This design comes from an exercise in tuning for small area, a short achievable clock period and few clock cycles per item on the open sky130 flow, not from production work. At most, simulation tests tie the RTL to the original design; equivalence was not proved. For run 1, only the layout was checked, not whether the RTL still works. No activity file was given, so power comes from the tool's default toggle rates.

## config.mk

```make
export PLATFORM = sky130hd
export DESIGN_NAME = MedianFilter
export DESIGN_NICKNAME = MedianFilter
export VERILOG_FILES = /design/flow/design.v
export SDC_FILE = /design/flow/constraint.sdc
export NUM_CORES = 4
export LEC_CHECK = 0
export CAP_MARGIN = 20
export CORE_MARGIN = 2
export CORE_UTILIZATION = 60
export CTS_CLUSTER_DIAMETER = 100
export CTS_CLUSTER_SIZE = 40
export PLACE_DENSITY = 0.7
export SLEW_MARGIN = 20
export SYNTH_HIERARCHICAL = 1
export SYNTH_MINIMUM_KEEP_SIZE = 0
```

## constraint.sdc

```tcl
create_clock -name core_clock -period 11.0 [get_ports {CLK}]
set_input_delay 2.2000 -clock core_clock [delete_from_list [all_inputs] [get_ports {CLK}]]
set_output_delay 2.2000 -clock core_clock [all_outputs]
set_load 0.01 [all_outputs]
```

## design.v

```verilog
`timescale 1ns / 1ps
module MedianFilter(
    input reset,
    input enable,
    input CLK,
    input Nxt_block_sig,
    input [7:0]height,
    input [7:0]width,
    input [8:0]data,
    output [8:0]data_out,
    output [15:0]index,
    output [7:0]addr_x0,
    output [7:0]addr_y0,
    output [7:0]gdata,
    output Gvector_sig,
    output reg swmv
    );
localparam IDLE = 2'd0, PEND = 2'd1, NUL = 2'd2, PRES = 2'd3;
localparam MA = 2'd0, MQ = 2'd1, MP = 2'd2, MX = 2'd3;
localparam SUR = 4'd0, SU = 4'd1, SD = 4'd2, SUL = 4'd3, SDL = 4'd4, SDR = 4'd5,
           SPF1 = 4'd6, SPF2 = 4'd7, SFIN = 4'd8;
reg [1:0]  st;
reg        Gv;
reg [1:0]  md;
reg [1:0]  pc;          
reg [3:0]  nsq;         
reg [7:0]  ox, oy;      
reg        xf, xl, yf, yl;    
reg        xla, yla, w1;      
reg [15:0] na;
reg [15:0] ix;
reg [7:0]  gd;
reg [8:0]  dreg;        
reg [8:0]  xb;          
reg        dv;          
reg        t1, td;      
reg        eu;          
reg        needu;       
reg [7:0]  s0, s1, s2, s3;
reg [3:0]  m;
reg [7:0]  blo;         
reg        bneg, bcin;  
assign index       = ix;
assign addr_x0     = ox;
assign addr_y0     = oy;
assign gdata       = gd;
assign data_out    = {1'b0, gd};
assign Gvector_sig = Gv;
function [8:0] add8;
  input [7:0] a, b;
  input       c;
  reg [7:0] g, p, gg, pp, g2, p2;
  reg [8:0] cc;
  integer i;
  begin
    g = a & b; p = a ^ b;
    gg = g; pp = p;
    for (i = 1; i < 8; i = i + 1) begin g2[i] = gg[i] | (pp[i] & gg[i-1]); p2[i] = pp[i] & pp[i-1]; end
    g2[0] = gg[0]; p2[0] = pp[0]; gg = g2; pp = p2;
    for (i = 2; i < 8; i = i + 1) begin g2[i] = gg[i] | (pp[i] & gg[i-2]); p2[i] = pp[i] & pp[i-2]; end
    gg = g2; pp = p2;
    for (i = 4; i < 8; i = i + 1) begin g2[i] = gg[i] | (pp[i] & gg[i-4]); p2[i] = pp[i] & pp[i-4]; end
    gg = g2; pp = p2;
    cc[0] = c;
    for (i = 0; i < 8; i = i + 1) cc[i+1] = gg[i] | (pp[i] & c);
    add8 = {cc[8], p ^ cc[7:0]};
  end
endfunction
function [7:0] inc8;
  input [7:0] a;
  integer i;
  reg [7:0] c;
  begin
    c[0] = 1'b1;
    for (i = 1; i < 8; i = i + 1) c[i] = &(a | ~((8'd1 << i) - 8'd1));
    inc8 = a ^ c;
  end
endfunction
function [7:0] dec8;
  input [7:0] a;
  integer i;
  reg [7:0] c;
  begin
    c[0] = 1'b1;
    for (i = 1; i < 8; i = i + 1) c[i] = ~|(a & ((8'd1 << i) - 8'd1));
    dec8 = a ^ c;
  end
endfunction
wire [7:0] oxi = inc8(ox);
wire [7:0] oyi = inc8(oy);
wire [7:0] wr  = width;
wire [7:0] wm1 = dec8(width);
wire xl_a = xl ? w1 : xla;
wire yf_a = xl ? 1'b0 : yf;
wire yl_a = xl ? yla : yl;
wire pres   = Gv;    
wire isnul  = (st == NUL);
wire ispend = (st == PEND);
wire hxf = pres ? xl   : xf;
wire hxl = pres ? xl_a : xl;
wire hyf = pres ? yf_a : yf;
wire hyl = pres ? yl_a : yl;
function [3:0] next_slot;
  input [3:0] s;
  input fxf, fxl, fyf, fyl, fnu;
  reg [5:0] v;
  begin
    v[SU]  = ~fyf & fnu;
    v[SD]  = ~fyl;
    v[SUL] = ~fyf & ~fxf;
    v[SDL] = ~fyl & ~fxf;
    v[SDR] = ~fyl & ~fxl;
    if      (s == SPF1) next_slot = SPF2;
    else if (s == SPF2) next_slot = SFIN;
    else if (s < SU  && v[SU])  next_slot = SU;
    else if (s < SD  && v[SD])  next_slot = SD;
    else if (s < SUL && v[SUL]) next_slot = SUL;
    else if (s < SDL && v[SDL]) next_slot = SDL;
    else if (s < SDR && v[SDR]) next_slot = SDR;
    else next_slot = SPF1;
  end
endfunction
localparam [5:0] OP_U = 6'b110001, OP_UP = 6'b111001;
function [5:0] slot_op;
  input [3:0] s;
  case (s)
    SUR:  slot_op = OP_UP;        
    SU:   slot_op = OP_U;         
    SD:   slot_op = 6'b010000;    
    SUL:  slot_op = 6'b110000;    
    SDL:  slot_op = 6'b011000;    
    SDR:  slot_op = 6'b010001;    
    SPF1: slot_op = 6'b000011;    
    SPF2: slot_op = 6'b000101;    
    default: slot_op = 6'b000000;  
  endcase
endfunction
wire [3:0] nsq_x = next_slot(isnul ? nsq : SUR, hxf, hxl, hyf, hyl,
                             isnul ? needu : ~eu);
wire [5:0] op_s  = slot_op(nsq_x);
wire [7:0] nhi  = na[15:8];
wire [7:0] nhii = inc8(nhi);
wire [7:0] nhid = dec8(nhi);
wire [8:0]  mlo   = add8(na[7:0], blo, bcin);
wire [7:0]  mhi   = bneg ? (mlo[8] ? nhi : nhid) : (mlo[8] ? nhii : nhi);
wire [15:0] amain = {mhi, mlo[7:0]};
wire [1:0]  sk   = ispend ? pc + 2'd1 : (md == MX) ? 2'd0 : 2'd3;
wire [8:0]  slo  = add8(na[7:0], {6'd0, sk}, 1'b0);
wire [15:0] astr = {slo[8] ? nhii : nhi, slo[7:0]};
wire [7:0]  ilo = inc8(na[7:0]);
wire [15:0] nai = {(&na[7:0]) ? nhii : nhi, ilo};
wire hp = ~hxf;   
reg  [3:0] z;     
always @(*)
  case ({yf, yl})
    2'b11:   z = 4'd6 + {3'd0, xf} + {3'd0, xl};
    2'b10,
    2'b01:   z = 4'd3 + {2'd0, xf, 1'b0} + {2'd0, xl, 1'b0};
    default: z = {2'd0, xf, xf} + {2'd0, xl, xl};
  endcase
wire [7:0] iv  = dreg[7:0];
wire       ivp = dv & ~dreg[8];
wire lt0 = ivp & (iv < s0);
wire lt1 = ivp & (iv < s1);
wire lt2 = ivp & (iv < s2);
wire lt3 = ivp & (iv < s3);
wire [7:0] n0 = lt0 ? iv : s0;
wire [7:0] n1 = lt1 ? (lt0 ? s0 : iv) : s1;
wire [7:0] n2 = lt2 ? (lt1 ? s1 : iv) : s2;
wire [7:0] n3 = lt3 ? (lt2 ? s2 : iv) : s3;
wire [3:0] nm = m + {3'd0, ivp};
wire [3:0] k0  = (z + m + 4'd1) >> 1;
wire [3:0] k1  = (z + m + 4'd2) >> 1;
wire [3:0] j0  = k0 - z - 4'd1;
wire [3:0] j1  = k1 - z - 4'd1;
wire [1:0] jj  = ivp ? j1[1:0] : j0[1:0];
wire       mz  = ivp ? (k1 <= z) : (k0 <= z);
reg  [7:0] med;
always @(*) begin
  if (mz) med = 8'd0;
  else
    case (jj)
      2'd0: med = n0;
      2'd1: med = n1;
      2'd2: med = n2;
      default: med = n3;
    endcase
end
wire fin  = isnul && (nsq == SFIN);
wire last = xl & yl;
wire ack  = Nxt_block_sig;
wire d8   = data[8];                      
wire [8:0] hc = (md == MP) ? xb : dreg;
wire       p2 = ispend && (pc == 2'd2);
wire ent_p  = p2 && dreg[8];
wire ent_r  = !last && md != MX && hc[8];
wire take_p = p2 && !dreg[8];
wire take_r = !last && md != MX && !hc[8];
wire erl_p  = ispend && (pc == 2'd1);
wire erl_d  = take_r && md == MA;
wire erl_q  = take_r && ((md == MQ && xb[8]) || (md == MP && dreg[8]));
wire s_am, s_na, s_as, s_one, s_os;
late_sel u_sel (.ack(ack), .d8(d8), .pres(pres),
  .ent_r(ent_r), .erl_d(erl_d), .erl_q(erl_q), .last(last),
  .slot_o(ent_p | (isnul & ~fin)), .am_o(isnul | ent_p), .erl_p(erl_p),
  .one_o((st == IDLE) & enable & ~reset), .idle(st == IDLE),
  .s_am(s_am), .s_na(s_na), .s_as(s_as), .s_one(s_one), .s_os(s_os));
wire [5:0] op_x = s_os ? op_s :
                  (((st == IDLE) || (ispend && pc == 2'd0)) ? OP_U : OP_UP);
wire [15:0] ix_x = ({16{s_am}} & amain) | ({16{s_na}} & na) | ({16{s_as}} & astr) |
                   {15'd0, s_one};
always @(posedge CLK or posedge reset) begin
  if (reset) begin
    st <= IDLE; Gv <= 1'b0; swmv <= 1'b0;
  end else if (pres) begin
    swmv <= 1'b0;
    if (ack) begin
      if (last) begin st <= IDLE; Gv <= 1'b0; end
      else if (md == MX) begin st <= PEND; Gv <= 1'b0; end
      else if (hc[8]) begin st <= NUL; Gv <= 1'b0; end
    end
  end else begin
    case (st)
      IDLE: if (enable) st <= PEND;
      PEND:
        if (pc == 2'd2) begin
          if (!dreg[8]) begin st <= PRES; Gv <= 1'b1; end
          else st <= NUL;
        end
      NUL:
        if (fin) begin st <= PRES; Gv <= 1'b1; swmv <= 1'b1; end
      default: ;
    endcase
  end
end
always @(posedge CLK) begin
  bneg <= op_x[5];
  blo  <= op_x[4] ? ((op_x[3] ? wm1 : wr) ^ {8{op_x[5]}}) : {6'd0, op_x[2:1]};
  bcin <= op_x[0];
  ix   <= ix_x;
  if (pres) begin
    if (ack && md == MQ)      dreg <= xb;
    else if (!(ack && md == MP)) dreg <= data;
    if (ack && ent_r && md == MA) xb <= data;
    else if (ack && ent_r && md == MP) xb <= dreg;
    else if (ack && take_r && md == MP) xb <= data;
    dv <= ack ? (ent_r ? ~xl_a : td) : td;
    td <= ack ? ((ent_r & eu) ? ~yf_a : t1) : t1;
    t1 <= ack & ((ent_r & ~hyf & ~hxl) | erl_q | (erl_d & d8));
    eu <= ack & (erl_q | (erl_d & d8));
  end else begin
    dreg <= data;
    if (ent_p) xb <= data;
    dv <= ent_p ? ~xl : td;
    td <= (ent_p & eu) ? ~yf : t1;
    t1 <= ent_p ? (~yf & ~xl) : (erl_p & d8) | (isnul & (nsq < SPF1));
    eu <= erl_p & d8;
  end
  if (isnul) begin
    s0 <= n0; s1 <= n1; s2 <= n2; s3 <= n3; m <= nm;
  end else begin
    s0 <= hp ? gd : 8'hFF;
    s1 <= 8'hFF;
    s2 <= 8'hFF;
    s3 <= 8'hFF;
    m  <= {3'd0, hp};
  end
  if (pres) begin
    if (ack) begin
      if (!last) begin
        ox <= xl ? 8'd1 : oxi;
        if (xl) oy <= oyi;
        xf <= xl; xl <= xl_a; yf <= yf_a; yl <= yl_a;
        xla <= xl ? (width == 8'd2) : (oxi == wm1);
        if (xl) yla <= (inc8(oyi) == height);
      end
      if (ent_r) begin
        needu <= ~eu;
        nsq <= nsq_x;
      end
      if (take_r) begin
        gd <= hc[7:0]; na <= nai;
        md <= (md == MP) ? MQ : MA;
      end
    end else
      md <= MX;
  end else
    case (st)
      IDLE: begin
        ox <= 8'd1; oy <= 8'd1; na <= 16'd0;
        xf <= 1'b1; yf <= 1'b1;
        xl <= (width == 8'd1); yl <= (height == 8'd1);
        w1 <= (width == 8'd1); xla <= (width == 8'd2); yla <= (height == 8'd2);
        pc <= 2'd1;
      end
      PEND: begin
        if (pc != 2'd2) pc <= pc + 2'd1;
        if (take_p) begin
          md <= MA; gd <= dreg[7:0]; na <= nai;
        end
        if (ent_p) begin
          needu <= ~eu;
          nsq <= nsq_x;
        end
      end
      NUL: begin
        nsq <= nsq_x;
        if (fin) begin
          md <= MP; gd <= med; na <= nai;
        end
      end
      default: ;
    endcase
  if (pres && ack && md == MX) pc <= 2'd0;
end
endmodule
module late_sel (
    input  ack, d8, pres,
    input  ent_r, erl_d, erl_q, last,              
    input  slot_o, am_o, erl_p, one_o, idle,       
    output s_am, s_na, s_as, s_one, s_os
    );
wire a = pres & ack;
wire o = ~pres;
assign s_am  = (a & (ent_r | erl_q | (erl_d & d8))) | (o & (am_o | (erl_p & d8)));
assign s_na  = pres & ~ack;
assign s_one = o & one_o;
assign s_as  = (a & ~last & ~s_am) | (o & ~idle & ~s_am);
assign s_os  = (a & ent_r) | (o & slot_o);
endmodule
```

## flow/run.sh

```bash
#!/bin/bash
set -euo pipefail
bash standard.sh "BUFFER_PORTS_ARGS=-buffer_cell sky130_fd_sc_hd__buf_4" SETUP_SLACK_MARGIN=7.4 finish > standard_flow.log 2>&1
```

## standard.sh

```bash
#!/bin/bash
# synth_recipe.tcl (not shown) runs the flow's synth.tcl, then flattens the netlist and writes it again
# the make line also repeats each setting of config.mk as NAME=value (left out here)
make -C /OpenROAD-flow-scripts/flow DESIGN_CONFIG=/design/flow/config.mk WORK_HOME=/design/flow/orfs CLKGATE_MAP_FILE= SYNTH_SCRIPT=/design/flow/synth_recipe.tcl "${@:-finish}"
```

==> results of run 1 <==
modules after synthesis (local to each module, per instance):
module	cells inside	area, um2
MedianFilter	1152	10100
late_sel	12	71.3
worst register-to-register path, cell delays in order (launching register included):
cell and delay (ns):
edfxtp_1 0.48, inv_4 0.11, ha_4 0.21, or2_4 0.24, ha_4 0.17, fa_2 0.64, ha_4 0.18, xor2_4 0.17
ha_4 0.24, xor2_4 0.17, mux2i_4 0.31, nor3_4 0.12, a221oi_4 0.46, nor2_1 0.10, o31ai_1 0.25
worst paths after layout:
path | end | slack [ns] | depth (start not counted)
setup / recovery | gd[2]$_DFFE_PP_ | 6.99 | 14
hold / removal | needu$_DFFE_PP_ | 0.50 | 1
setup reg to reg | gd[2]$_DFFE_PP_ | 6.99 | 14
hold reg to reg | needu$_DFFE_PP_ | 0.50 | 1
max in group asynchronous | Gv$_DFF_PP0_ | 9.14 | 2
min in group asynchronous | swmv$_DFFE_PP0P_ | 1.69 | 2
Yosys cell counts (14+ instances only):
cell / n / area share, %
nor2b_1: 14 / 0.86
nand2_1: 117 / 4.3
xnor2_1: 39 / 3.4
and3_1: 20 / 1.2
mux2_2: 24 / 2.7
a21oi_1: 89 / 4.4
dfxtp_1: 68 / 13
clkbuf_1: 46 / 1.7
nor2_1: 110 / 4.1
and2_1: 17 / 1.0
o211ai_1: 24 / 1.8
o221ai_1: 14 / 1.2
o21ai_0: 53 / 2.6
nor3_1: 23 / 1.1
xor2_1: 32 / 2.8
mux2i_1: 21 / 2.1
inv_1: 86 / 3.2
nand3_1: 37 / 1.8
ha_1: 87 / 11
edfxtp_1: 72 / 21
power groups by stage:
stage	Combinational [W]	Sequential (W)	Clock, W
floorplan	0.00171	0.00101	0
global placement	0.00217	0.00106	0
detailed placement	0.00221	0.00107	0
CTS	0.00251	0.00105	0.000595
global route	0.00300	0.00108	0.000619
finish	0.00273	0.00105	0.000590
layout make-up:
cell class / count / area, um2
clock inverter: 6 / 38.8
fill: 1270 / 4530
multi-input combinational: 871 / 6330
sequential: 144 / 3620
clock buffer: 26 / 574
tap: 220 / 275
timing repair buffer: 105 / 812
inverter: 88 / 337
registers in the layout, indices dropped and copies added (netlist names), 8 cells and up:
signal	cells
ox	8
oy	8
xb	9
dreg	9
s1	8
s0	8
gd	8
blo	8
s2	8
s3	8
ix	16
na	16
stage by stage:
step                      cells  instance area, um2  utilization, %  hold WS (ns)  power [W]
after floorplan            1164               10300               -         0.455    0.00272
after global placement     1405               10900            65.8         0.490    0.00323
after detailed placement   1405               10900            65.8         0.484    0.00328
after CTS                  1455               11800            71.3         0.498    0.00416
after global routing       1460               12000            72.6         0.525    0.00470
final                      1460               12000            72.6         0.503    0.00438
cells by family (layout without fill, tap and decap cells):
| kind of cell | count (synthesis) | in the layout | share of synthesized area [%] |
|---|---|---|---|
| simple gates | 386 | 386 | 17.9 |
| buf+inv | 150 | 225 | 6.00 |
| fa+ha+maj | 90 | 90 | 11.3 |
| xor+xnor | 71 | 71 | 6.14 |
| compound gates | 277 | 277 | 18.1 |
| mux | 45 | 46 | 4.74 |
| flops | 144 | 144 | 35.7 |
| other cells | 1 | 1 | 0.0370 |
routing by layer:
layer  wire length [um]  vias to the layer above  share of wire [%]
li1                   -                     4252                  -
met1              11300                     4038                 45
met2              11900                      267                 48
met3               1220                       35                4.9
met4                486                        0                2.0
met5                  0                        -                  0
repair_timing:
action | CTS | global route
setup endpoints to repair | 31 | 30
pin swaps | 23 | 29
gates resized for setup | 29 | 32
buffers inserted | 17 | 5
cloned | 1 | 0
==> results.cfg, run 1 <==
[power]
power_density_mw_per_mm2 = 365
p_switching_w = 0.00199
switching_share_pct = 45.4
clock_power_share_pct = 13.5
peakVddDrop_mv = 0.226
power_frac_seq_pct = 24.1
power_leakage_nw = 5.31
combPwrFrac_pct = 62.4
internal_power_w = 0.00239

[drt]
routed_wl_mm = 24.9
via_per_inst = 5.88
routedWlPerCell_um = 17.0
drcViolationCount = 0
detail-route-antenna-nets = 0
first_pass_iters = 5
num_vias = 8592
drtIter0Drc = 659

[global_route]
antenna_found_initial = 0
grt_usage_pct = 28.0
grt_max_degree = 62
overflow = 0
gr-usage-met2_pct = 46.8
use_met3_pct = 3.82
grt_pass1_wl_mm = 40.5
use_met1_pct = 37.5
grt_pass1_vias = 8139
busiest_layer = met2

[job]
drv_cap = 0

[worst_setup_path]
crit_arrival_ns = 4.26
startpoint = xl$_DFFE_PP_
path_buf_inv = 1
worst_path_largest_cell_delay_ns = 0.64
startpoint_type = register
cp_slowest_cell = fa_2
path_class = reg -> reg
path_delay_family = adder cells
crit_path_end_kind = register
timing.rr.start = xl$_DFFE_PP_
cp_max_fo = 6
cp_cell_sequence = inv_4 > ha_4 > or2_4 > ha_4 > fa_2 > ha_4 > xor2_4 > ha_4 > xor2_4 > mux2i_4 > nor3_4 > a221oi_4 > nor2_1 > o31ai_1
cp_common_cell = ha_4
cp_data_required_time_ns = 11.25

[sta]
rsz0062_at_grt = true
report.final.slew_viol_count = 0
skew_ns = 0.00770
setup_slack_ns = 6.99
slew_headroom_pct = 34.2
tns_ns = 0
max_freq_mhz = 249
fin_crit_sh_pct = 36.5
setup_viol = 0
hold_violations = 0
tightest_slew_ns = 0.986
finalCriticalPeriod_ns = 4.01

[die]
die_h_um = 134
die_w_um = 134
rows = 47
initial_core_util_pct = 61.3
pin_count = 80
core_area_mm2 = 0.0165
die_area_mm2 = 0.0179

[clocking]
cts_hold_buf = 0
clock_sinks = 144
cts_buffers = 17
tritoncts = yes
h-tree-depth = 4
path_clk_slew_ns = 0.06
clk_latency_ns = 0.42
clock-root-buffer = clkbuf_16
clock_path_buffers = 2

[logic_synthesis]
synth_ff_type = edfxtp_1
synth_area_mm2 = 0.0101
synth_cell_type_count = 73
yosys_warnings = 7
synth-seq-cells = 144
synth_edf_count = 72
async_flop_share_pct = 2.78
syn_avg_cell_area_um2 = 8.71
syn-instance-count = 1164
synth-seq-area-share_pct = 35.7
syn_nets = 1283

[placed_design]
gp_congestion = 0.856
hpwl_mm = 17.4
dp_slack_ns = 6.05
io_buffers = 78

[finish]
nets = 1346
diodes = 0
drive_gt1_share_pct = 19.0
syn_to_final_growth_pct = 18.3
final_cell_mix = nand2_1 (116), nor2_1 (107), buf_4 (101), a21oi_1 (85), inv_1 (79)
final_common_cell = nand2_1

[worst_hold_path]
worstHoldStart = eu$_DFF_P_
hold_class = reg -> reg

[outcome]
outcome = finished clean
==> run 2: changes to the inputs <==
--- a/design.v
+++ b/design.v
@@ -22,4 +22,5 @@
 reg [1:0]  st;
 reg        Gv;
+reg        gvo;         
 reg [1:0]  md;
 reg [1:0]  pc;          
@@ -46,5 +47,5 @@
 assign gdata       = gd;
 assign data_out    = {1'b0, gd};
-assign Gvector_sig = Gv;
+assign Gvector_sig = gvo;
 function [8:0] add8;
   input [7:0] a, b;
@@ -151,11 +152,23 @@
 wire [15:0] nai = {(&na[7:0]) ? nhii : nhi, ilo};
 wire hp = ~hxf;   
-reg  [3:0] z;     
+reg  [3:0] zh;    
 always @(*)
-  case ({yf, yl})
-    2'b11:   z = 4'd6 + {3'd0, xf} + {3'd0, xl};
-    2'b10,
-    2'b01:   z = 4'd3 + {2'd0, xf, 1'b0} + {2'd0, xl, 1'b0};
-    default: z = {2'd0, xf, xf} + {2'd0, xl, xl};
+  case ({hyf, hyl, hxf, hxl})
+    4'b0000: zh = 4'd0;
+    4'b0001: zh = 4'd3;
+    4'b0010: zh = 4'd3;
+    4'b0011: zh = 4'd6;
+    4'b0100: zh = 4'd3;
+    4'b0101: zh = 4'd5;
+    4'b0110: zh = 4'd5;
+    4'b0111: zh = 4'd7;
+    4'b1000: zh = 4'd3;
+    4'b1001: zh = 4'd5;
+    4'b1010: zh = 4'd5;
+    4'b1011: zh = 4'd7;
+    4'b1100: zh = 4'd6;
+    4'b1101: zh = 4'd7;
+    4'b1110: zh = 4'd7;
+    default: zh = 4'd8;
   endcase
 wire [7:0] iv  = dreg[7:0];
@@ -170,10 +183,7 @@
 wire [7:0] n3 = lt3 ? (lt2 ? s2 : iv) : s3;
 wire [3:0] nm = m + {3'd0, ivp};
-wire [3:0] k0  = (z + m + 4'd1) >> 1;
-wire [3:0] k1  = (z + m + 4'd2) >> 1;
-wire [3:0] j0  = k0 - z - 4'd1;
-wire [3:0] j1  = k1 - z - 4'd1;
-wire [1:0] jj  = ivp ? j1[1:0] : j0[1:0];
-wire       mz  = ivp ? (k1 <= z) : (k0 <= z);
+wire [3:0] mm1 = m - 4'd1;
+wire [1:0] jj  = ivp ? m[2:1] : mm1[2:1];
+wire       mz  = ~ivp & (m == 4'd0);
 reg  [7:0] med;
 always @(*) begin
@@ -212,11 +222,11 @@
 always @(posedge CLK or posedge reset) begin
   if (reset) begin
-    st <= IDLE; Gv <= 1'b0; swmv <= 1'b0;
+    st <= IDLE; Gv <= 1'b0; gvo <= 1'b0; swmv <= 1'b0;
   end else if (pres) begin
     swmv <= 1'b0;
     if (ack) begin
-      if (last) begin st <= IDLE; Gv <= 1'b0; end
-      else if (md == MX) begin st <= PEND; Gv <= 1'b0; end
-      else if (hc[8]) begin st <= NUL; Gv <= 1'b0; end
+      if (last) begin st <= IDLE; Gv <= 1'b0; gvo <= 1'b0; end
+      else if (md == MX) begin st <= PEND; Gv <= 1'b0; gvo <= 1'b0; end
+      else if (hc[8]) begin st <= NUL; Gv <= 1'b0; gvo <= 1'b0; end
     end
   end else begin
@@ -225,9 +235,9 @@
       PEND:
         if (pc == 2'd2) begin
-          if (!dreg[8]) begin st <= PRES; Gv <= 1'b1; end
+          if (!dreg[8]) begin st <= PRES; Gv <= 1'b1; gvo <= 1'b1; end
           else st <= NUL;
         end
       NUL:
-        if (fin) begin st <= PRES; Gv <= 1'b1; swmv <= 1'b1; end
+        if (fin) begin st <= PRES; Gv <= 1'b1; gvo <= 1'b1; swmv <= 1'b1; end
       default: ;
     endcase
@@ -260,9 +270,9 @@
     s0 <= n0; s1 <= n1; s2 <= n2; s3 <= n3; m <= nm;
   end else begin
-    s0 <= hp ? gd : 8'hFF;
-    s1 <= 8'hFF;
-    s2 <= 8'hFF;
-    s3 <= 8'hFF;
-    m  <= {3'd0, hp};
+    s0 <= (zh > 4'd0) ? 8'h00 : hp ? gd : 8'hFF;
+    s1 <= (zh > 4'd1) ? 8'h00 : (hp && zh == 4'd1) ? gd : 8'hFF;
+    s2 <= (zh > 4'd2) ? 8'h00 : (hp && zh == 4'd2) ? gd : 8'hFF;
+    s3 <= (zh > 4'd3) ? 8'h00 : (hp && zh == 4'd3) ? gd : 8'hFF;
+    m  <= zh + {3'd0, hp};
   end
   if (pres) begin
==> flow/run.sh (replaced) <==
#!/bin/bash
set -euo pipefail
bash standard.sh "BUFFER_PORTS_ARGS=-buffer_cell sky130_fd_sc_hd__buf_4" SETUP_SLACK_MARGIN=7.8 finish > standard_flow.log 2>&1
==> results.cfg, run 2 <==
[logic_synthesis]
async_flop_share_pct = 3.45
yosysMostFrequentCell = nand2_1
synth_ff_type = edfxtp_1
synth-seq-area-share_pct = 35.5
synth-seq-cells = 145
yosys_warnings = 7
synth_cell_type_count = 93
synthTopCellsByCount = nand2_1 (134), nor2_1 (119), inv_1 (82), a21oi_1 (76), ha_1 (76)
yosysTopAreaCellShare_pct = 21.0
netlist.top_cell.by_area = edfxtp_1
syn_nets = 1305
synth.area.top_cells = edfxtp_1 (21%), dfxtp_1 (13%), ha_1 (9.2%), nand2_1 (4.9%), nor2_1 (4.3%)
synth_area_mm2 = 0.0103
synth_edf_count = 72
syn_avg_cell_area_um2 = 8.59
syn-instance-count = 1198

[drt]
route.met3.wl_mm = 2.40
routedWlPerCell_um = 18.4
num_vias = 9429
wl_met1_mm = 12.7
drtIter0Drc = 908
top_layer = met4
first_pass_iters = 5
via_per_inst = 6.08
drcViolationCount = 0
routed_wl_mm = 28.6
wl_met2_mm = 13.0
detail-route-antenna-nets = 0

[global_route]
grt_usage_pct = 31.7
grt_pass1_wl_mm = 46.0
grt_max_degree = 56
overflow = 0
antenna_found_initial = 0
grt_pass1_vias = 8899

[worst_hold_path]
hold_depth = 1
hold_end = gvo$_DFFE_PP0P_
hold_class = reg -> reg
worstHoldStart = gvo$_DFFE_PP0P_

[clocking]
clk_latency_ns = 0.43
path_clk_slew_ns = 0.06
h-tree-depth = 4
clock_path_buffers = 2
cts_hold_buf = 0
clock-root-buffer = clkbuf_16
clock_sinks = 145
tritoncts = yes
cts_buffers = 17

[sta]
rsz0062_at_grt = true
setup_viol = 0
report.final.slew_viol_count = 0
slew_headroom_pct = 50.2
tightest_slew_ns = 0.747
tns_ns = 0
skew_ns = 0.0106
finalCriticalPeriod_ns = 3.35
max_freq_mhz = 298
hold_violations = 0
fin_crit_sh_pct = 30.5

[power]
peakVddDrop_mv = 0.206
internal_power_w = 0.00204
combPwrFrac_pct = 57.8
switching_share_pct = 45.6
clock_power_share_pct = 14.2
power_frac_seq_pct = 28.0
p_switching_w = 0.00171
power_density_mw_per_mm2 = 299
power_leakage_nw = 5.15

[finish]
syn_to_final_growth_pct = 21.9
top_regs = ix x16, na x16
nets = 1425
final_cell_mix = nand2_1 (130), buf_4 (119), nor2_1 (113), inv_1 (78)
diodes = 0
nFillCells = 1283
stdcell_count = 1551
drive_gt1_share_pct = 21.5
final_util_pct = 75.1
final_common_cell = nand2_1

[outcome]
outcome = finished clean

[worst_setup_path]
r2r_end = gd[3]$_DFFE_PP_
path_delay_family = flip-flops
crit_path_end_kind = output pin
r2r.worst_path.cells = 8
cp_cell_sequence = buf_6
rrSetupSlack_ns = 7.92
timing.rr.start = dreg[1]$_DFFE_PP_
cp_max_fo = 6
path_buf_inv = 1
path_class = reg -> out
worst_path_largest_cell_delay_ns = 0.53
cp_slowest_cell = edfxtp_1
cp_data_required_time_ns = 8.80
crit_arrival_ns = 1.15
startpoint_type = register

[placed_design]
hpwl_mm = 19.6
gp_congestion = 0.902
io_buffers = 78
place_inst = 1449

[die]
core_area_mm2 = 0.0167
rows = 47
initial_core_util_pct = 61.6
die_h_um = 135
pin_count = 80
die_area_mm2 = 0.0182
die_w_um = 135

[job]
drv_cap = 0
==> run 2: cell count changes in the layout (fill, tap and decap cells not counted), moves of 8 or more <==
| cell | change |
|---|---|
| o22ai_1 | +12 |
| nand2_1 | +14 |
| mux2i_1 | -8 |
| a21oi_1 | -13 |
| buf_4 | +18 |
| mux2_2 | -10 |
| buf_6 | +30 |
| o221ai_1 | -9 |
| o21ai_1 | +29 |
==> run 2: kinds of logic (layout without fill, tap and decap cells) <==
| family | after synthesis | in the layout | synth area share [%] |
|---|---|---|---|
| buffers and inverters | 139 | 271 | 6.01 |
| muxes | 31 | 31 | 3.50 |
| and+or+nand+nor | 423 | 423 | 19.4 |
| other | 1 | 1 | 0.0365 |
| adders and majority gates | 79 | 79 | 9.73 |
| xor gates and xnor gates | 65 | 65 | 5.53 |
| DFF | 145 | 145 | 35.5 |
| AOI/OAI and AO/OA | 315 | 316 | 20.3 |
==> run 2: layout make-up <==
type,count,area (um2),area share (%)
Tap cell,220,275,2.20
Timing Repair Buffer,155,1330,10.6
Clock inverter,14,91.3,0.729
Multi-Input combinational cell,915,6420,51.2
Clock buffer,18,429,3.42
Sequential cell,145,3650,29.1
Inverter,84,348,2.77
==> run 2: stage by stage <==
| stage | setup WS [ns] | hold WS [ns] | cell area, um2 | total power (W) |
|---|---|---|---|---|
| floorplan | 7.60 | 0.455 | 10500 | 0.00244 |
| CTS | 7.64 | 0.504 | 12100 | 0.00361 |
| finish | 7.65 | 0.506 | 12500 | 0.00375 |
| global route | 7.61 | 0.513 | 12500 | 0.00402 |
| detailed placement | 7.00 | 0.487 | 11100 | 0.00294 |
| global placement | 7.03 | 0.472 | 11100 | 0.00291 |
==> run 2: power by group through the flow <==
stage | Combinational, W | Sequential (W) | Clock [W]
2_1_floorplan | 0.00143 | 0.00101 | 0
3_3_place_gp | 0.00185 | 0.00106 | 0
3_5_place_dp | 0.00188 | 0.00106 | 0
4_1_cts | 0.00203 | 0.00104 | 0.000536
5_1_grt | 0.00239 | 0.00107 | 0.000557
6_report | 0.00217 | 0.00105 | 0.000532
==> run 2: repair_timing <==
item | CTS | global route
setup buffers | 36 | 33
resized for setup | 55 | 36
pin swaps | 8 | 16
gates cloned | 0 | 1
setup endpoints to repair | 92 | 90
==> run 2: worst max path at each step <==
stage / cells after the start / slack (ns) / from / end
finish: 1 / 7.65 / gd[7]$_DFFE_PP_ / data_out[7]
global route: 1 / 7.61 / gd[7]$_DFFE_PP_ / data_out[7]
CTS: 1 / 7.64 / gd[7]$_DFFE_PP_ / data_out[7]
detailed placement: 8 / 7.00 / data[8] / ix[14]$_DFF_P_
global placement: 8 / 7.03 / data[8] / ix[14]$_DFF_P_
floorplan: 9 / 7.60 / Nxt_block_sig / blo[7]$_SDFF_PP0_
==> run 2: layer usage <==
metal | global-route usage, % | up-vias
li1 | - | 4537
met1 | 45.3 | 4451
met2 | 49.2 | 395
met3 | 6.34 | 46
met4 | 8.51 | 0
met5 | 0 | -
==> run 2: modules after synthesis (local to each module, per instance) <==
module | copies in the design | cell area [um2]
late_sel | 1 | 71.3
MedianFilter | 1 | 10200
Testbench counts of run 2, summed over its fixed seeds: cycles 13,213, blocks 5,411.
==> run 3: changes to the inputs <==
==> flow/run.sh (replaced) <==
#!/bin/bash
set -euo pipefail
bash standard.sh "BUFFER_PORTS_ARGS=-buffer_cell sky130_fd_sc_hd__buf_4" SETUP_SLACK_MARGIN=7.4 finish > standard_flow.log 2>&1
==> results.cfg, run 3 <==
[outcome]
outcome = finished clean

[worst_setup_path]
startpoint_type = register
path_class = reg -> out
cp.depth = 1
crit_path_end_kind = output pin
startpoint = gd[4]$_DFFE_PP_
path_delay_family = flip-flops
worst_path_largest_cell_delay_ns = 0.66
endpoint = data_out[4]
path_buf_inv = 1
r2r_end = s2[4]$_DFF_P_
cp_data_required_time_ns = 8.80
cp_cell_sequence = buf_4
timing.rr.start = Gv$_DFF_PP0_
cp_max_fo = 6
cp_slowest_cell = edfxtp_1
r2r.worst_path.cells = 9
crit_arrival_ns = 1.30
rrSetupSlack_ns = 7.61

[drt]
routedWlPerCell_um = 17.8
via_per_inst = 5.97
detail-route-antenna-nets = 0
drtIter0Drc = 778
routed_wl_mm = 26.5
first_pass_iters = 5
drcViolationCount = 0
num_vias = 8895

[logic_synthesis]
synth-seq-cells = 145
yosysTopAreaCellShare_pct = 21.0
async_flop_share_pct = 3.45
yosys_warnings = 7
yosysMostFrequentCell = nand2_1
synth.area.top_cells = edfxtp_1 (21%), dfxtp_1 (13%), ha_1 (9.2%), nand2_1 (4.9%), nor2_1 (4.3%)
syn_nets = 1305
syn-instance-count = 1198
synth_cell_type_count = 93
synth_area_mm2 = 0.0103
synth_edf_count = 72
synth-seq-area-share_pct = 35.5
synth_ff_type = edfxtp_1
syn_avg_cell_area_um2 = 8.59
netlist.top_cell.by_area = edfxtp_1
synthTopCellsByCount = nand2_1 (134), nor2_1 (119), inv_1 (82), a21oi_1 (76), ha_1 (76)

[finish]
syn_to_final_growth_pct = 12.2
diodes = 0
final_cell_mix = nand2_1 (134), nor2_1 (119), buf_4 (94), inv_1 (81), ha_1 (76)
nets = 1363
final_util_pct = 69.1
final_common_cell = nand2_1
top_regs = ix x16, na x16
multi_input_comb_area_mm2 = 0.00606
regArea_mm2 = 0.00365
nFillCells = 1458
drive_gt1_share_pct = 14.2

[sta]
rsz0062_at_grt = false
skew_ns = 0.00728
tns_ns = 0
report.final.slew_viol_count = 0
setup_viol = 0
hold_violations = 0
max_freq_mhz = 286
fin_crit_sh_pct = 31.8
finalCriticalPeriod_ns = 3.50
slew_headroom_pct = 40.8
tightest_slew_ns = 0.886

[die]
die_w_um = 135
die_h_um = 135
core_area_mm2 = 0.0167
rows = 47
die_area_mm2 = 0.0182
pin_count = 80
initial_core_util_pct = 61.6

[placed_design]
io_buffers = 78
hpwl_mm = 19.3
gp_congestion = 0.900

[clocking]
clock_path_buffers = 2
clk_latency_ns = 0.42
path_clk_slew_ns = 0.06
cts_buffers = 17
cts_hold_buf = 0
clock_sinks = 145
h-tree-depth = 4
tritoncts = yes
clock-root-buffer = clkbuf_16

[worst_hold_path]
hold_class = reg -> reg
worstHoldStart = gvo$_DFFE_PP0P_

[power]
power_density_mw_per_mm2 = 304
peakVddDrop_mv = 0.182
power_leakage_nw = 4.73

[job]
drv_cap = 0

[global_route]
grt_usage_pct = 29.7
grt_pass1_wl_mm = 43.1
grt_pass1_vias = 8403
antenna_found_initial = 0
overflow = 0
grt_max_degree = 49
-- run 3: cell counts after synthesis --
No cell type changed its count.
-- run 3: worst min-delay path by stage --
stage               slack (ns)              end  depth (start not counted)
finish                    0.48  gvo$_DFFE_PP0P_                          1
global route              0.53  gvo$_DFFE_PP0P_                          1
CTS                       0.49  gvo$_DFFE_PP0P_                          1
detailed placement        0.47  gvo$_DFFE_PP0P_                          1
global placement          0.47  gvo$_DFFE_PP0P_                          1
floorplan                 0.46  needu$_DFFE_PP_                          1
-- run 3: metrics by stage --
| stage | instances | setup WS, ns | power (W) | instance area, um2 | hold slack, ns |
|---|---|---|---|---|---|
| 3_5_place_dp | 1451 | 6.89 | 0.00290 | 10900 | 0.472 |
| 6_report | 1489 | 7.50 | 0.00351 | 11500 | 0.483 |
| 5_1_grt | 1489 | 7.39 | 0.00379 | 11500 | 0.534 |
| 4_1_cts | 1483 | 7.43 | 0.00345 | 11500 | 0.489 |
| 3_3_place_gp | 1451 | 6.92 | 0.00287 | 10900 | 0.469 |
| 2_1_floorplan | 1198 | 7.21 | 0.00238 | 10300 | 0.455 |
-- run 3: cell type report --
| type | instances | area share, % |
|---|---|---|
| Inverter | 84 | 2.76 |
| Multi-Input combinational cell | 914 | 52.5 |
| Timing Repair Buffer | 94 | 6.11 |
| Sequential cell | 145 | 31.6 |
| Clock inverter | 15 | 0.954 |
| Tap cell | 220 | 2.38 |
| Clock buffer | 17 | 3.68 |
-- run 3: repair_timing --
| item | in CTS | in global routing |
|---|---|---|
| setup endpoints to repair | 3 | 41 |
| pin swaps | 0 | 1 |
| gates resized for setup | 2 | 9 |
| endpoints found under the hold margin | 0 | 0 |
| buffers inserted | 0 | 6 |
-- run 3: cell families after synthesis --
kind of cell | share of synthesized area (%)
AOI/OAI and AO/OA | 20.3
xor gates and xnor gates | 5.53
adders and majority gates | 9.73
buffers and inverters | 6.01
DFF | 35.5
muxes | 3.50
other | 0.0365
and+or+nand+nor | 19.4
-- run 3: power breakdown --
| group | switching [W] | internal (W) | total, W | leakage, nW |
|---|---|---|---|---|
| clock network | 0.000246 | 0.000290 | 0.000536 | 0.254 |
| logic | 0.00113 | 0.000782 | 0.00191 | 3.17 |
| registers | 0.000222 | 0.000839 | 0.00106 | 1.30 |
| total | 0.00160 | 0.00191 | 0.00351 | 4.73 |
-- run 3: layer usage --
layer	part of all wire [%]	global-route usage, %
met5	0	0
met4	1.5	8.10
met3	6.5	5.97
met2	45	46.1
met1	47	42.4
-- run 3: modules after synthesis, one instance, submodules excluded --
module | flip-flops and latches | copies in the design | cells inside
MedianFilter | 145 | 1 | 1186
late_sel | 0 | 1 | 12
==> run 4: changes to the inputs <==
--- a/config.mk
+++ b/config.mk
@@ -9,4 +9,5 @@
 export CORE_MARGIN = 2
 export CORE_UTILIZATION = 60
+export CTS_BUF_LIST = sky130_fd_sc_hd__clkbuf_8
 export CTS_CLUSTER_DIAMETER = 100
 export CTS_CLUSTER_SIZE = 40
==> results.cfg, run 4 <==
[finish]
final_common_cell = nand2_1
nets = 1360
final_cell_mix = nand2_1 (134), nor2_1 (119), buf_4 (91), inv_1 (81), ha_1 (76)
drive_gt1_share_pct = 14.0
diodes = 0
top_regs = ix x16, na x16
syn_to_final_growth_pct = 10.2

[worst_setup_path]
path_delay_family = flip-flops
cp_max_fo = 6
worst_path_largest_cell_delay_ns = 0.68
cp_data_required_time_ns = 8.80
cp_slowest_cell = edfxtp_1
path_buf_inv = 1
startpoint_type = register
crit_arrival_ns = 1.35
crit_path_end_kind = output pin
path_class = reg -> out
cp_cell_sequence = buf_4

[worst_hold_path]
hold_class = reg -> reg

[sta]
setup_viol = 0
tightest_slew_ns = 0.951
skew_ns = 0.00968
hold_violations = 0
max_freq_mhz = 282
fin_crit_sh_pct = 32.3
report.final.slew_viol_count = 0
finalCriticalPeriod_ns = 3.55
slew_headroom_pct = 36.5
tns_ns = 0
rsz0062_at_grt = false

[global_route]
grt_pass1_wl_mm = 42.5
grt_pass1_vias = 8261
grt_usage_pct = 29.3
use_met3_pct = 5.93
use_met1_pct = 42.6
overflow = 0
gr-usage-met2_pct = 44.9
grt_max_degree = 49
antenna_found_initial = 0
busiest_layer = met2

[logic_synthesis]
synth-seq-area-share_pct = 35.5
async_flop_share_pct = 3.45
yosysTopAreaCellShare_pct = 21.0
synthTopCellsByCount = nand2_1 (134), nor2_1 (119), inv_1 (82), a21oi_1 (76), ha_1 (76)
synth_area_mm2 = 0.0103
synth_cell_type_count = 93
syn-instance-count = 1198
synth_edf_count = 72
synth-seq-cells = 145
synth.area.top_cells = edfxtp_1 (21%), dfxtp_1 (13%), ha_1 (9.2%), nand2_1 (4.9%), nor2_1 (4.3%)
synth_ff_type = edfxtp_1
netlist.top_cell.by_area = edfxtp_1
yosysMostFrequentCell = nand2_1
syn_nets = 1305
syn_avg_cell_area_um2 = 8.59
yosys_warnings = 7

[clocking]
tritoncts = yes
clk_latency_ns = 0.46
clock_sinks = 145
h-tree-depth = 4
clock_path_buffers = 2
clock-root-buffer = clkbuf_8
cts_buffers = 17
cts_hold_buf = 0
path_clk_slew_ns = 0.09

[power]
design_power_total_w = 0.00333
power_leakage_nw = 4.63
power_density_mw_per_mm2 = 294
peakVddDrop_mv = 0.142

[drt]
first_pass_iters = 5
routed_wl_mm = 26.2
routedWlPerCell_um = 17.6
num_vias = 8868
via_per_inst = 5.97
drtIter0Drc = 820
drcViolationCount = 0
detail-route-antenna-nets = 0

[die]
initial_core_util_pct = 61.6
core_area_mm2 = 0.0167
rows = 47
pin_count = 80
die_area_mm2 = 0.0182
die_h_um = 135
die_w_um = 135

[placed_design]
gp_congestion = 0.900
hpwl_mm = 19.3
io_buffers = 78

[outcome]
outcome = finished clean

[job]
drv_cap = 0
==> run 4: changes by cell type in the layout (fill, tap and decap cells not counted), sizes merged <==
cell  before  now
buf       94   91
==> run 4: area by class of cell <==
type	count	area, um2
Multi-Input combinational cell	914	6060
Timing Repair Buffer	91	683
Sequential cell	145	3650
Clock buffer	17	234
Fill cell	1495	5370
Inverter	84	319
Tap cell	220	275
Clock inverter	15	110
==> run 4: stage by stage <==
step           setup slack, ns  hold slack [ns]  util, %  cell area (um2)  std cells
6_report                  7.45            0.487     67.9            11300       1486
5_1_grt                   7.40            0.540     67.9            11300       1486
4_1_cts                   7.44            0.494     67.5            11300       1483
3_5_place_dp              6.89            0.472     65.4            10900       1451
3_3_place_gp              6.92            0.469     65.4            10900       1451
2_1_floorplan             7.21            0.455        -            10300       1198
==> run 4: layer usage <==
layer	vias to the layer above	part of all wire, %
li1	4399	-
met1	4142	47
met2	291	44
met3	36	7.1
met4	0	1.5
met5	-	0
==> run 4: path summary, 6_finish.rpt <==
check / start / endpoint / slack (ns) / depth (start not counted)
worst max register to register: Gv$_DFF_PP0_ / gd[6]$_DFFE_PP_ / 7.64 / 9
max in group asynchronous: reset / Gv$_DFF_PP0_ / 9.12 / 2
worst min register to register: gvo$_DFFE_PP0P_ / gvo$_DFFE_PP0P_ / 0.49 / 1
worst min-delay path: gvo$_DFFE_PP0P_ / gvo$_DFFE_PP0P_ / 0.49 / 1
min in group asynchronous: reset / gvo$_DFFE_PP0P_ / 1.68 / 2
worst max-delay path: gd[4]$_DFFE_PP_ / gdata[4] / 7.45 / 1
==> run 4: kinds of logic (layout without fill, tap and decap cells) <==
logic type	Yosys count	in the layout	share of synthesized area, %
AOI/OAI and AO/OA	315	315	20.3
xor gates and xnor gates	65	65	5.53
adders and majority gates	79	79	9.73
buffers and inverters	139	207	6.01
DFF	145	145	35.5
muxes	31	31	3.50
other	1	1	0.0365
and+or+nand+nor	423	423	19.4
==> run 4: what timing repair did <==
| action | in CTS | in global routing |
|---|---|---|
| endpoints found under the setup margin | 2 | 36 |
| pin swaps | 0 | 1 |
| endpoints found under the hold margin | 0 | 0 |
| resized for setup | 1 | 9 |
| setup buffers | 0 | 3 |
==> run 4: report_power, final <==
group	switching (W)	internal (W)	leakage, nW
logic	0.00112	0.000772	3.16
clock network	0.000229	0.000158	0.167
registers	0.000221	0.000838	1.30
==> run 4: per-module statistics from Yosys (local to each module, per instance) <==
module / cell area, um2 / times used
MedianFilter: 10200 / 1
late_sel: 71.3 / 1
==> run 4: worst register-to-register path, cell delays in order (launching register included) <==
cell      delay [ns]
dfrtp_1         0.52
buf_4           0.34
inv_1           0.48
nand2_1         0.42
a21oi_2         0.45
o31ai_1         0.13
a41oi_1         0.24
o211ai_2        0.15
a2111o_1        0.42
nand3_1         0.07
==> run 5: changes to the inputs <==
==> flow/run.sh (replaced) <==
#!/bin/bash
set -euo pipefail
bash standard.sh "BUFFER_PORTS_ARGS=-buffer_cell sky130_fd_sc_hd__buf_1" SETUP_SLACK_MARGIN=7.4 finish > standard_flow.log 2>&1
==> results.cfg, run 5 <==
[outcome]
outcome = finished clean

[drt]
first_pass_iters = 6
routed_wl_mm = 26.4
routedWlPerCell_um = 17.8
via_per_inst = 6.02
detail-route-antenna-nets = 0
num_vias = 8923
drcViolationCount = 0
drtIter0Drc = 818

[logic_synthesis]
synth_cell_type_count = 93
yosys_warnings = 7
synth-seq-cells = 145
synth-seq-area-share_pct = 35.5
yosysTopAreaCellShare_pct = 21.0
synthTopCellsByCount = nand2_1 (134), nor2_1 (119), inv_1 (82), a21oi_1 (76), ha_1 (76)
syn_nets = 1305
synth_ff_type = edfxtp_1
synth.area.top_cells = edfxtp_1 (21%), dfxtp_1 (13%), ha_1 (9.2%), nand2_1 (4.9%), nor2_1 (4.3%)
async_flop_share_pct = 3.45
syn_avg_cell_area_um2 = 8.59
synth_area_mm2 = 0.0103
yosysMostFrequentCell = nand2_1
netlist.top_cell.by_area = edfxtp_1
synth_edf_count = 72
syn-instance-count = 1198

[worst_setup_path]
startpoint_type = register
path_buf_inv = 1
r2r.worst_path.cells = 10
path_delay_family = flip-flops
cp.depth = 1
crit_path_end_kind = output pin
cp_slowest_cell = edfxtp_1
cp_data_required_time_ns = 8.80
worst_path_largest_cell_delay_ns = 0.62
path_class = reg -> out
cp_cell_sequence = buf_1
rrSetupSlack_ns = 7.58
crit_arrival_ns = 1.28
cp_max_fo = 6

[finish]
nFillCells = 1432
final_cell_mix = nand2_1 (134), nor2_1 (119), inv_1 (82), ha_1 (76), buf_1 (76)
stdcell_count = 1483
diodes = 0
final_common_cell = nand2_1
top_regs = ix x16, na x16
nets = 1357
syn_to_final_growth_pct = 8.31
drive_gt1_share_pct = 7.68

[placed_design]
hpwl_mm = 19.3
place_inst = 1451
io_buffers = 78
gp_congestion = 0.911
dp_slack_ns = 6.84

[sta]
hold_violations = 0
fin_crit_sh_pct = 31.6
rsz0062_at_grt = true
setup_slack_ns = 7.52
max_freq_mhz = 287
tns_ns = 0
finalCriticalPeriod_ns = 3.48
skew_ns = 0.0156
setup_viol = 0
slew_headroom_pct = 37.2
report.final.slew_viol_count = 0
tightest_slew_ns = 0.940

[global_route]
grt_max_degree = 56
overflow = 0
grt_pass1_vias = 8328
grt_pass1_wl_mm = 42.9
grt_usage_pct = 29.6
antenna_found_initial = 0

[die]
die_area_mm2 = 0.0182
initial_core_util_pct = 61.6
die_w_um = 135
pin_count = 80
rows = 47
die_h_um = 135
core_area_mm2 = 0.0167

[clocking]
tritoncts = yes
clock_sinks = 145
cts_buffers = 17
clk_latency_ns = 0.48
h-tree-depth = 4
cts_setup_buffers = 0
clock-root-buffer = clkbuf_8
path_clk_slew_ns = 0.08
clock_path_buffers = 2

[worst_hold_path]
hold_depth = 2
hold_class = reg -> reg

[power]
power_density_mw_per_mm2 = 304
power_leakage_nw = 4.40
peakVddDrop_mv = 0.155

[job]
drv_cap = 0
run 5: cell counts after synthesis:
No cell type changed its count.
run 5: final timing paths:
| check | start | endpoint |
|---|---|---|
| worst max-delay path | gd[4]$_DFFE_PP_ | gdata[4] |
| worst min-delay path | swmv$_DFFE_PP0P_ | swmv$_DFFE_PP0P_ |
| worst max register to register | Gv$_DFF_PP0_ | s2[3]$_DFF_P_ |
| worst min register to register | swmv$_DFFE_PP0P_ | swmv$_DFFE_PP0P_ |
| max in group asynchronous | reset | st[0]$_DFFE_PP0P_ |
| min in group asynchronous | reset | Gv$_DFF_PP0_ |
run 5: Yosys stat by module (local to each module, per instance):
module / area [um2] / times used
MedianFilter: 10200 / 1
late_sel: 71.3 / 1
run 5: power by group:
group	total (W)	switching [W]	internal [W]
Clock	0.000513	0.000221	0.000292
Sequential	0.00106	0.000217	0.000838
Combinational	0.00182	0.00112	0.000702
Total	0.00339	0.00156	0.00183
run 5: metal layers:
metal,up-vias,share of wire (%),GRT usage (%)
met5,-,0,0
met4,0,1.9,9.20
met3,44,7.8,6.61
met2,324,44,44.6
met1,4165,46,42.7
li1,4390,-,-
run 5: kinds of logic (layout without fill, tap and decap cells):
| kind of cell | count (synthesis) | in the layout | share of synthesized area, % |
|---|---|---|---|
| other | 1 | 1 | 0.0365 |
| buffers and inverters | 139 | 204 | 6.01 |
| xor gates and xnor gates | 65 | 65 | 5.53 |
| and+or+nand+nor | 423 | 423 | 19.4 |
| adders and majority gates | 79 | 79 | 9.73 |
| muxes | 31 | 31 | 3.50 |
| DFF | 145 | 145 | 35.5 |
| AOI/OAI and AO/OA | 315 | 315 | 20.3 |
run 5: timing repair:
item	4_1_cts	5_1_grt
pin swaps	0	1
hold buffers	0	0
cloned	0	0
setup endpoints to repair	29	49
gates resized for setup	5	8
run 5: cell type report:
type / count / area, um2 / share of cell area [%]
repair buffers: 88 / 370 / 3.32
flip-flops and latches: 145 / 3650 / 32.7
well taps: 220 / 275 / 2.47
clock buffers: 17 / 234 / 2.10
clock inverters: 15 / 238 / 2.13
multi-input cells: 914 / 6060 / 54.4
inverters: 84 / 320 / 2.87
run 5: stage by stage:
step                      power (W)  cell area (um2)  utilization [%]  hold WS, ns
after floorplan             0.00238            10300                -        0.455
after global placement      0.00281            10600             63.7        0.469
after detailed placement    0.00284            10600             63.7        0.482
after CTS                   0.00337            11100             66.6        0.500
after global routing        0.00366            11100             66.7        0.516
final                       0.00339            11100             66.7        0.499
==> run 6: changes to the inputs <==
==> flow/run.sh (replaced) <==
#!/bin/bash
set -euo pipefail
bash standard.sh "BUFFER_PORTS_ARGS=-buffer_cell sky130_fd_sc_hd__buf_2" SETUP_SLACK_MARGIN=7.6 finish > standard_flow.log 2>&1
==> results.cfg, run 6 <==
[outcome]
outcome = finished clean

[clocking]
clock-root-buffer = clkbuf_8
cts_hold_buf = 0
path_clk_slew_ns = 0.08
h-tree-depth = 4
clk_latency_ns = 0.46
tritoncts = yes
clock_path_buffers = 2
clock_sinks = 145
cts_buffers = 17

[sta]
max_freq_mhz = 292
tightest_slew_ns = 0.973
tns_ns = 0
skew_ns = 0.0163
fin_crit_sh_pct = 31.1
slew_headroom_pct = 35.2
setup_slack_ns = 7.58
rsz0062_at_grt = true
report.final.slew_viol_count = 0
hold_violations = 0
finalCriticalPeriod_ns = 3.42
setup_viol = 0

[logic_synthesis]
synth-seq-cells = 145
synth_edf_count = 72
yosysMostFrequentCell = nand2_1
synth.area.top_cells = edfxtp_1 (21%), dfxtp_1 (13%), ha_1 (9.2%), nand2_1 (4.9%), nor2_1 (4.3%)
synth-seq-area-share_pct = 35.5
yosys_warnings = 7
synth_ff_type = edfxtp_1
async_flop_share_pct = 3.45
synthTopCellsByCount = nand2_1 (134), nor2_1 (119), inv_1 (82), a21oi_1 (76), ha_1 (76)
syn-instance-count = 1198
synth_area_mm2 = 0.0103
synth_cell_type_count = 93
syn_avg_cell_area_um2 = 8.59
netlist.top_cell.by_area = edfxtp_1
yosysTopAreaCellShare_pct = 21.0
syn_nets = 1305

[drt]
num_vias = 9066
routed_wl_mm = 26.7
drcViolationCount = 0
detail-route-antenna-nets = 0
routedWlPerCell_um = 17.8
first_pass_iters = 5
drtIter0Drc = 886
via_per_inst = 6.05

[worst_setup_path]
cp_slowest_cell = edfxtp_1
cp_data_required_time_ns = 8.80
path_class = reg -> out
path_delay_family = flip-flops
cp_cell_sequence = buf_2
cp_max_fo = 4
startpoint_type = register
crit_path_end_kind = output pin
worst_path_largest_cell_delay_ns = 0.56
crit_arrival_ns = 1.22
path_buf_inv = 1

[placed_design]
gp_congestion = 0.913
hpwl_mm = 19.4
io_buffers = 78
dp_slack_ns = 6.86

[global_route]
grt_max_degree = 50
antenna_found_initial = 0
grt_pass1_wl_mm = 43.0
overflow = 0
grt_pass1_vias = 8355
grt_usage_pct = 29.8

[finish]
regArea_mm2 = 0.00365
syn_to_final_growth_pct = 11.3
drive_gt1_share_pct = 16.4
top_regs = ix x16, na x16
nets = 1372
nFillCells = 1438
final_common_cell = nand2_1
multi_input_comb_area_mm2 = 0.00621
diodes = 0
final_cell_mix = nand2_1 (133), nor2_1 (116), inv_1 (80), buf_2 (77), a21oi_1 (75)

[die]
core_area_mm2 = 0.0167
initial_core_util_pct = 61.6
pin_count = 80
die_h_um = 135
rows = 47
die_area_mm2 = 0.0182
die_w_um = 135

[power]
power_density_mw_per_mm2 = 298
power_leakage_nw = 4.66
peakVddDrop_mv = 0.136

[job]
drv_cap = 0

[worst_hold_path]
hold_class = reg -> reg
## run 6: changes by cell type in the layout (fill, tap and decap cells not counted), moves of 4 or more
cell,before,now
bufinv_16,6,2
buf_2,1,77
buf_4,10,24
clkinvlp_4,3,7
buf_1,76,0
## run 6: modules after synthesis, one instance, submodules excluded
module	copies in the design	flip-flops and latches	area (um2)
MedianFilter	1	145	10200
late_sel	1	0	71.3
## run 6: path summary, 6_finish.rpt
check / from / endpoint / slack (ns) / cells past startpoint
hold reg to reg: swmv$_DFFE_PP0P_ / swmv$_DFFE_PP0P_ / 0.50 / 2
min in group asynchronous: reset / gvo$_DFFE_PP0P_ / 1.69 / 2
setup / recovery: gd[4]$_DFFE_PP_ / gdata[4] / 7.58 / 1
hold / removal: swmv$_DFFE_PP0P_ / swmv$_DFFE_PP0P_ / 0.50 / 2
max in group asynchronous: reset / Gv$_DFF_PP0_ / 9.07 / 2
setup reg to reg: Gv$_DFF_PP0_ / gd[6]$_DFFE_PP_ / 7.68 / 9
## run 6: cell type report
type / instances / share of cell area (%)
timing repair buffer: 103 / 5.18
inverter: 84 / 3.03
clock inverter: 15 / 1.25
sequential: 145 / 31.9
multi-input combinational: 914 / 54.2
clock buffer: 17 / 2.04
tap: 220 / 2.40
## run 6: report_power, final
group | total (W) | switching [W] | internal [W] | leakage, nW
registers | 0.00105 | 0.000213 | 0.000839 | 1.30
logic | 0.00195 | 0.00116 | 0.000783 | 3.18
clock network | 0.000418 | 0.000219 | 0.000199 | 0.185
total | 0.00342 | 0.00160 | 0.00182 | 4.66
## run 6: per-layer routing
| layer | track usage [%] | part of all wire [%] | wire (um) |
|---|---|---|---|
| met5 | 0 | 0 | 0 |
| met4 | 7.99 | 1.4 | 384 |
| met3 | 5.37 | 7.7 | 2060 |
| met2 | 45.5 | 44 | 11900 |
| met1 | 43.6 | 46 | 12400 |
## run 6: stage by stage
| stage | area, um2 | std cells | hold slack, ns | power (W) | util [%] |
|---|---|---|---|---|---|
| after global placement | 10800 | 1447 | 0.466 | 0.00284 | 64.7 |
| after floorplan | 10400 | 1198 | 0.455 | 0.00240 | - |
| after detailed placement | 10800 | 1447 | 0.479 | 0.00287 | 64.7 |
| after CTS | 11300 | 1487 | 0.499 | 0.00335 | 67.5 |
| after global routing | 11500 | 1498 | 0.511 | 0.00370 | 68.6 |
| final | 11500 | 1498 | 0.501 | 0.00342 | 68.6 |
## run 6: timing repair
| action | 4_1_cts | 5_1_grt |
|---|---|---|
| setup buffers | 8 | 11 |
| setup endpoints to repair | 36 | 72 |
| pin swaps | 1 | 5 |
| gates resized for setup | 8 | 21 |
## run 6: logic make-up (layout without fill, tap and decap cells)
family	after synthesis	count (layout)	share of synthesized area, %
AO/OA/AOI/OAI	315	315	20.3
XOR/XNOR	65	65	5.53
adder cells (fa/ha/maj)	79	79	9.73
buffers and inverters	139	219	6.01
flip-flops	145	145	35.5
multiplexers	31	31	3.50
other	1	1	0.0365
AND/OR/NAND/NOR	423	423	19.4
==> run 7: changes to the inputs <==
==> flow/run.sh (replaced) <==
#!/bin/bash
set -euo pipefail
bash standard.sh "BUFFER_PORTS_ARGS=-buffer_cell sky130_fd_sc_hd__buf_2" SETUP_SLACK_MARGIN=7.4 finish > standard_flow.log 2>&1
--- a/config.mk
+++ b/config.mk
@@ -9,5 +9,4 @@
 export CORE_MARGIN = 2
 export CORE_UTILIZATION = 60
-export CTS_BUF_LIST = sky130_fd_sc_hd__clkbuf_8
 export CTS_CLUSTER_DIAMETER = 100
 export CTS_CLUSTER_SIZE = 40
==> results.cfg, run 7 <==
[worst_setup_path]
startpoint_type = register
path_buf_inv = 1
crit_arrival_ns = 1.33
cp.depth = 1
r2r_end = gd[3]$_DFFE_PP_
cp_max_fo = 6
path_delay_family = flip-flops
path_class = reg -> out
timing.rr.start = dreg[5]$_DFFE_PP_
crit_path_end_kind = output pin
worst_path_largest_cell_delay_ns = 0.67
cp_cell_sequence = buf_2
cp_slowest_cell = edfxtp_1
startpoint = gd[4]$_DFFE_PP_
endpoint = gdata[4]
cp_data_required_time_ns = 8.80
r2r.worst_path.cells = 9
rrSetupSlack_ns = 7.65

[power]
peakVddDrop_mv = 0.172
design_power_total_w = 0.00344
power_leakage_nw = 4.65
power_density_mw_per_mm2 = 304

[finish]
diodes = 0
drive_gt1_share_pct = 13.7
syn_to_final_growth_pct = 10.0
stdcell_area_mm2 = 0.0113
final_cell_mix = nand2_1 (134), nor2_1 (119), inv_1 (81), buf_2 (78)
nets = 1358
final_common_cell = nand2_1
top_regs = ix x16, na x16
stdcell_count = 1484

[sta]
rsz0062_at_grt = false
report.final.slew_viol_count = 0
tns_ns = 0
hold_slack_ns = 0.484
finalCriticalPeriod_ns = 3.53
setup_viol = 0
tightest_slew_ns = 0.977
slew_headroom_pct = 34.8
skew_ns = 0.00966
fin_crit_sh_pct = 32.1
max_freq_mhz = 283
hold_violations = 0

[clocking]
tritoncts = yes
clock_path_buffers = 2
h-tree-depth = 4
cts_hold_buf = 0
cts_buffers = 17
clock-root-buffer = clkbuf_16
path_clk_slew_ns = 0.06
clk_latency_ns = 0.43
clock_sinks = 145

[logic_synthesis]
synth-seq-area-share_pct = 35.5
synth_ff_type = edfxtp_1
syn_nets = 1305
netlist.top_cell.by_area = edfxtp_1
synth_cell_type_count = 93
syn-instance-count = 1198
synth-seq-cells = 145
yosysMostFrequentCell = nand2_1
synthTopCellsByCount = nand2_1 (134), nor2_1 (119), inv_1 (82), a21oi_1 (76), ha_1 (76)
synth.area.top_cells = edfxtp_1 (21%), dfxtp_1 (13%), ha_1 (9.2%), nand2_1 (4.9%), nor2_1 (4.3%)
synth_edf_count = 72
yosys_warnings = 7
syn_avg_cell_area_um2 = 8.59
yosysTopAreaCellShare_pct = 21.0
async_flop_share_pct = 3.45
synth_area_mm2 = 0.0103

[placed_design]
io_buffers = 78
gp_congestion = 0.892
place_inst = 1450
hpwl_mm = 19.5
place_area_mm2 = 0.0107

[global_route]
grt_usage_pct = 29.8
grt_pass1_vias = 8371
grt_pass1_wl_mm = 43.0
overflow = 0
grt_max_degree = 56
antenna_found_initial = 0

[drt]
detail-route-antenna-nets = 0
first_pass_iters = 6
routedWlPerCell_um = 17.9
routed_wl_mm = 26.6
drtIter0Drc = 942
num_vias = 9076
drcViolationCount = 0
via_per_inst = 6.12

[die]
die_w_um = 135
die_h_um = 135
pin_count = 80
die_area_mm2 = 0.0182
rows = 47
initial_core_util_pct = 61.6
core_area_mm2 = 0.0167

[outcome]
outcome = finished clean

[worst_hold_path]
hold_class = reg -> reg

[job]
drv_cap = 0
run 7: worst min-delay path by stage:
stage,start,end,slack (ns),depth (start not counted)
6_report,gvo$_DFFE_PP0P_,gvo$_DFFE_PP0P_,0.48,1
5_1_grt,gvo$_DFFE_PP0P_,gvo$_DFFE_PP0P_,0.49,1
4_1_cts,gvo$_DFFE_PP0P_,gvo$_DFFE_PP0P_,0.49,1
3_5_place_dp,gvo$_DFFE_PP0P_,gvo$_DFFE_PP0P_,0.46,1
3_3_place_gp,gvo$_DFFE_PP0P_,gvo$_DFFE_PP0P_,0.46,1
2_1_floorplan,eu$_DFF_P_,needu$_DFFE_PP_,0.46,1
run 7: per-layer routing:
layer  up-vias  track usage, %  wire, um
li1       4391               -         -
met1      4305            42.9     12300
met3        38            5.86      1960
met5         -               0         0
met2       342            45.3     11900
met4         0            9.38       467
run 7: where the power goes:
part,switching (W),internal [W],leakage [nW]
Combinational,0.00113,0.000725,3.09
Sequential,0.000216,0.000839,1.30
Clock,0.000231,0.000306,0.260
Total,0.00157,0.00187,4.65
run 7: cell type report:
cell class	count	area [um2]
clock buffers	23	479
clock inverters	9	56.3
fillers	1434	5380
inverters	84	323
multi-input cells	914	6060
flip-flops and latches	145	3650
well taps	220	275
repair buffers	89	477
run 7: through the flow:
step	setup WS [ns]	utilization, %
finish	7.47	67.8
floorplan	7.21	-
CTS	7.41	67.5
global placement	6.94	64.2
global route	7.37	67.8
detailed placement	6.86	64.2
run 7: modules after synthesis, one instance, submodules excluded:
| module | cell area, um2 | cells inside |
|---|---|---|
| MedianFilter | 10200 | 1186 |
| late_sel | 71.3 | 12 |
run 7: kinds of logic (layout without fill, tap and decap cells):
family                     after synthesis  in the layout  share of synthesized area (%)
adders and majority gates               79             79                           9.73
muxes                                   31             31                           3.50
xor gates and xnor gates                65             65                           5.53
and+or+nand+nor                        423            423                           19.4
AOI/OAI and AO/OA                      315            315                           20.3
DFF                                    145            145                           35.5
buffers and inverters                  139            205                           6.01
other                                    1              1                         0.0365
run 7: timing repair:
action | CTS | global route
gates resized for setup | 4 | 10
pin swaps | 0 | 1
endpoints found under the hold margin | 0 | 0
setup buffers | 0 | 2
setup endpoints to repair | 20 | 52

-- afterwards: timing with drivers on the ports --
The flow's constraints put no driver on any port. The routed layouts listed below were extracted and timed again, unchanged, in two steps. Step 1 assumes that a clkbuf_16 drives the clock port and a buf_2 every other input. Step 2 also shifts input and output timing later by t, the mid clock arrival at the registers, as if the neighbouring blocks saw the same clock. Slacks: ideal ports / drivers / drivers and shift; pairs: ideal ports / drivers.
| run | t, ns | slack for setup (ns) | worst setup path at the end | slew at the worst register clock pin (ns) | pins driven straight from the clock port |
|---|---|---|---|---|---|
| run 1 | 0.470 | 6.985 / 6.985 / 6.985 | register to register | 0.06 / 0.06 | 1 |
| run 2 | 0.475 | 7.650 / 7.602 / 7.317 | input to register | 0.07 / 0.07 | 1 |
| run 3 | 0.467 | 7.502 / 7.455 / 7.057 | input to register | 0.07 / 0.07 | 1 |
| run 4 | 0.494 | 7.449 / 7.410 / 7.059 | input to register | 0.09 / 0.09 | 1 |
| run 5 | 0.507 | 7.519 / 7.479 / 7.016 | input to register | 0.09 / 0.09 | 1 |
| run 6 | 0.497 | 7.577 / 7.535 / 7.171 | input to register | 0.09 / 0.09 | 1 |
| run 7 | 0.469 | 7.471 / 7.424 / 7.074 | input to register | 0.06 / 0.06 | 1 |
After both steps every run listed still meets setup and hold. For run 5, which loses most, drivers alone change the setup slack by -0.040 ns; drivers and shift together by -0.503 ns.
